Context: an optimization exercise on an open-source flow, tuned for small area, a short achievable clock period and few clock cycles. The choices shown serve that exercise and are no tape-out recipe. Function was checked by simulation only, so behaviour that the tests miss may differ from the original. Power figures rest on the tool's default switching activity, not on a simulated workload.

== job 6504 ==
==> flow/design.v (excerpt) <==
module gpio_top(
	wb_clk_i, wb_rst_i, wb_cyc_i, wb_adr_i, wb_dat_i, wb_sel_i, wb_we_i, wb_stb_i,
	wb_dat_o, wb_ack_o, wb_err_o, wb_inta_o,
	aux_i,
	ext_pad_i, ext_pad_o, ext_padoe_o,
	clk_pad_i
);
Size: ~1400 cells after synthesis, ~210 I/O pins, ~0.018 mm2 of cells after synthesis.
export LEC_CHECK = 0
export CAP_MARGIN = 20
export CORE_MARGIN = 2
export CORE_UTILIZATION = 40
export CTS_CLUSTER_DIAMETER = 80
export CTS_CLUSTER_SIZE = 24
export PLACE_DENSITY = 0.6
export SETUP_SLACK_MARGIN = 2.0
export SLEW_MARGIN = 20
export SYNTH_HIERARCHICAL = 1
export SYNTH_MINIMUM_KEEP_SIZE = 0
create_clock -name core_clock -period 5.0 [get_ports {wb_clk_i}]
standard.sh (not shown) runs the stock make flow with config.mk's settings and CLKGATE_MAP_FILE= SYNTH_SCRIPT=/design/flow/synth_recipe.tcl, a recipe that flattens the netlist after the stock synthesis.
==> flow/flow/run.sh <==
#!/bin/bash
# The standard layout (standard.sh, its synthesis unchanged), with:
#  - every port buffered by a small buf cell instead of the default delay
#    buffer;
#  - more antenna repair iterations after detailed routing;
#  - a check of the finished layout for antenna violations; if any remain,
#    the layout is made again with the placement density lower bound
#    nudged, at most three times in all.
# Each attempt's tool output goes to standard_N.log, each check's to
# check_N.log.
export BUFFER_PORTS_ARGS="-buffer_cell sky130_fd_sc_hd__buf_1"
export MAX_REPAIR_ANTENNAS_ITER_DRT=10
export CTS_ARGS="-sink_clustering_enable -repair_clock_nets -sink_clustering_size 24 -sink_clustering_max_diameter 80 -dont_use_dummy_load"
RES=orfs/results/sky130hd/gpio_top/base/6_final.odb
cat > check_antennas.tcl <<EOT
read_db $RES
set n [check_antennas]
puts "ANTENNA_VIOLATIONS \$n"
EOT
addons=(0 0.2 0.3)
for n in 1 2 3; do
  if [[ $n -gt 1 ]]; then
    rm -rf orfs out/final.def
    mkdir -p out
    export PLACE_DENSITY_LB_ADDON=${addons[$((n-1))]}
  fi
  bash standard.sh > standard_$n.log 2>&1
  status=$?
  if [[ $status -eq 0 && -f out/final.def && -f $RES ]]; then
    openroad -no_init -exit check_antennas.tcl > check_$n.log 2>&1
    if grep -q '^ANTENNA_VIOLATIONS 0$' check_$n.log; then
      exit 0
    fi
  fi
done
exit 0
Job 6504 went all the way through the flow, and no timing, DRC or antenna check failed.
Testbench counts of job 6504, summed over its fixed seeds: cycles 24,000.
Input-level comparison between job 1099 and job 6504:
# job 6504
export LEC_CHECK = 0
export CAP_MARGIN = 20
export CORE_MARGIN = 2
export CORE_UTILIZATION = 40
export CTS_CLUSTER_DIAMETER = 80
export CTS_CLUSTER_SIZE = 24
export PLACE_DENSITY = 0.6
export SETUP_SLACK_MARGIN = 2.0
export SLEW_MARGIN = 20
export SYNTH_HIERARCHICAL = 1
export SYNTH_MINIMUM_KEEP_SIZE = 0
create_clock -name core_clock -period 5.0 [get_ports {wb_clk_i}]
# job 1099
export LEC_CHECK = 0
export CAP_MARGIN = 20
export CORE_MARGIN = 2
export CORE_UTILIZATION = 50
export PLACE_DENSITY = 0.65
export SETUP_SLACK_MARGIN = 2.0
export SLEW_MARGIN = 20
export SYNTH_HIERARCHICAL = 1
export SYNTH_MINIMUM_KEEP_SIZE = 0
create_clock -name core_clock -period 5.0 [get_ports {wb_clk_i}]
--- a/flow/flow/run.sh
+++ b/flow/flow/run.sh
@@ -4,2 +4,4 @@
 #    buffer;
+#  - clock tree synthesis with clkbuf_8 buffers, sink clusters of at most
+#    16 flip-flops, and no dummy loads;
 #  - more antenna repair iterations after detailed routing;
@@ -12,3 +14,3 @@
 export MAX_REPAIR_ANTENNAS_ITER_DRT=10
-export CTS_ARGS="-sink_clustering_enable -repair_clock_nets -sink_clustering_size 24 -sink_clustering_max_diameter 80 -dont_use_dummy_load"
+export CTS_ARGS="-sink_clustering_enable -repair_clock_nets -sink_clustering_size 16 -sink_clustering_max_diameter 60 -dont_use_dummy_load -buf_list sky130_fd_sc_hd__clkbuf_8"
 RES=orfs/results/sky130hd/gpio_top/base/6_final.odb
==> comparison <==
Diff job 1099..job 6504 | buffer count excluding the clock tree in the final layout | unchanged. From job 6504 to job 1099 the numbers moved as follows: global-route usage picked up an extra 5.1 points, detail-routed net length per standard cell picked up an extra about 3%, relative area of clock buffers and inverters in the final design lost 0.55 points, worst setup slack picked up an extra 18 ps.
Input-level comparison between job 9749 and job 1099:
# job 1099
export LEC_CHECK = 0
export CAP_MARGIN = 20
export CORE_MARGIN = 2
export CORE_UTILIZATION = 50
export PLACE_DENSITY = 0.65
export SETUP_SLACK_MARGIN = 2.0
export SLEW_MARGIN = 20
export SYNTH_HIERARCHICAL = 1
export SYNTH_MINIMUM_KEEP_SIZE = 0
create_clock -name core_clock -period 5.0 [get_ports {wb_clk_i}]
# job 9749
export LEC_CHECK = 0
export CAP_MARGIN = 20
export CORE_MARGIN = 2
export CORE_UTILIZATION = 40
export CTS_CLUSTER_DIAMETER = 80
export CTS_CLUSTER_SIZE = 24
export PLACE_DENSITY = 0.6
export SETUP_SLACK_MARGIN = 2.0
export SLEW_MARGIN = 20
export SYNTH_HIERARCHICAL = 1
export SYNTH_MINIMUM_KEEP_SIZE = 0
create_clock -name core_clock -period 5.0 [get_ports {wb_clk_i}]
--- a/flow/flow/run.sh
+++ b/flow/flow/run.sh
@@ -4,4 +4,2 @@
 #    buffer;
-#  - clock tree synthesis with clkbuf_8 buffers, sink clusters of at most
-#    16 flip-flops, and no dummy loads;
 #  - more antenna repair iterations after detailed routing;
Notes after the runs:
Diff job 9749..job 1099 | proportion of power drawn by combinational gates | negligible
From job 1099 to job 9749 the numbers moved as follows: die area rose 24%, worst setup slack held, post-layout minimum cycle time held steady, cell area after layout saw little to no change.
Between job 9749 and job 1099, internal power contribution is higher for job 1099, job 9749 comes in under that.
Count of standard-cell rows: job 9749 higher than job 1099
Between job 9749 and job 1099, the difference in setup slack on the worst flop-to-flop path is negligible.
Job 9749: relative contribution of the clock network to total power is 0.2 points higher than what job 1099 reported.
Input-level comparison between job 3377 and job 9749:
==> flow/flow/run.sh <==
#!/bin/bash
cp standard.sh standard_sh.txt
export BUFFER_PORTS_ARGS="-buffer_cell sky130_fd_sc_hd__buf_1"
bash standard.sh > standard.log 2>&1
--- outcome ---
The wire length after detailed routing on job 3377 is in line with that on job 9749.
Looking at switching part of the total power, job 3377 sits 0.51 points below job 9749.
For the worst setup slack after layout, job 3377 came in 12 ps lower than job 9749 did.
Minimum clock period after layout came out higher on job 3377 than on job 9749.
What job 8140 does differently from job 3377 at the input level:
# job 3377
export LEC_CHECK = 0
export CAP_MARGIN = 20
export CORE_MARGIN = 2
export CORE_UTILIZATION = 40
export CTS_CLUSTER_DIAMETER = 80
export CTS_CLUSTER_SIZE = 24
export PLACE_DENSITY = 0.6
export SETUP_SLACK_MARGIN = 2.0
export SLEW_MARGIN = 20
export SYNTH_HIERARCHICAL = 1
export SYNTH_MINIMUM_KEEP_SIZE = 0
create_clock -name core_clock -period 5.0 [get_ports {wb_clk_i}]
# job 8140
export LEC_CHECK = 0
export CAP_MARGIN = 20
export CORE_MARGIN = 2
export CORE_UTILIZATION = 40
export CTS_CLUSTER_DIAMETER = 80
export CTS_CLUSTER_SIZE = 24
export PLACE_DENSITY = 0.6
export SETUP_SLACK_MARGIN = 1.65
export SLEW_MARGIN = 20
export SYNTH_HIERARCHICAL = 1
export SYNTH_MINIMUM_KEEP_SIZE = 0
create_clock -name core_clock -period 5.0 [get_ports {wb_clk_i}]
==> flow/flow/run.sh <==
#!/bin/bash
# The standard layout (standard.sh, its synthesis unchanged), with:
#  - every port buffered by a small buf cell instead of the default delay
#    buffer;
#  - clock tree synthesis with clkbuf_8 buffers, sink clusters of at most
#    16 flip-flops, and no dummy loads;
#  - more antenna repair iterations after detailed routing;
#  - a check of the finished layout for antenna violations; if any remain,
#    the layout is made again with the placement density lower bound
#    nudged, at most three times in all.
# Each attempt's tool output goes to standard_N.log, each check's to
# check_N.log.
export BUFFER_PORTS_ARGS="-buffer_cell sky130_fd_sc_hd__buf_1"
export MAX_REPAIR_ANTENNAS_ITER_DRT=10
export CTS_ARGS="-sink_clustering_enable -repair_clock_nets -sink_clustering_size 16 -sink_clustering_max_diameter 60 -dont_use_dummy_load -buf_list sky130_fd_sc_hd__clkbuf_8"
RES=orfs/results/sky130hd/gpio_top/base/6_final.odb
cat > check_antennas.tcl <<EOT
read_db $RES
set n [check_antennas]
puts "ANTENNA_VIOLATIONS \$n"
EOT
addons=(0 0.2 0.3)
for n in 1 2 3; do
  if [[ $n -gt 1 ]]; then
    rm -rf orfs out/final.def
    mkdir -p out
    export PLACE_DENSITY_LB_ADDON=${addons[$((n-1))]}
  fi
  bash standard.sh > standard_$n.log 2>&1
  status=$?
  if [[ $status -eq 0 && -f out/final.def && -f $RES ]]; then
    openroad -no_init -exit check_antennas.tcl > check_$n.log 2>&1
    if grep -q '^ANTENNA_VIOLATIONS 0$' check_$n.log; then
      exit 0
    fi
  fi
done
exit 0
--- outcome ---
Sort job 3377 and job 8140 by worst hold slack desc -> top: job 3377. In job 8140, the flip-flop and latch share of the layout cell area came out 0.98 points above the value in job 3377. Job 8140 vs job 3377 — fraction of layout instances using a drive strength above 1 dropped 0.73 points. [job 8140 vs job 3377] top fanout value on the critical path: higher in job 8140. Compare job 3377 and job 8140 | total area of multi-input combinational cells higher: job 3377. When job 8140 is measured against job 3377, its share of the core filled with cells in the final layout turns out 0.85 points lower.

[what the ideal ports hide]
The flow's constraints put no driver on any port. The routed layouts listed below were extracted and timed again, unchanged, in two steps. Step 1 assumes that a clkbuf_16 drives the clock port and a buf_2 every other input. Step 2 times the ports against the registers' clock, not the clock port: input delays grow and output delays shrink by t, the midpoint of the rising clock arrivals with the driver on. Three values: no drivers, after step 1, after step 2; two values: the first two.
| run | shift t [ns] | setup WS [ns] | latest minus earliest clock arrival (ns) |
|---|---|---|---|
| job 6504 | 0.606 | 1.588 / 1.493 / 1.456 | 0.034 / 0.034 |
| job 1099 | 0.605 | 1.606 / 1.541 / 1.501 | 0.052 / 0.053 |
| job 9749 | 0.649 | 1.607 / 1.498 / 1.388 | 0.077 / 0.077 |
| job 3377 | 0.612 | 1.595 / 1.490 / 1.443 | 0.019 / 0.020 |
| job 8140 | 0.666 | 1.576 / 1.525 / 1.335 | 0.068 / 0.067 |
After both steps every run listed still meets setup and hold. For job 8140, which loses most, drivers alone change the setup slack by -0.051 ns; drivers and shift together by -0.241 ns.
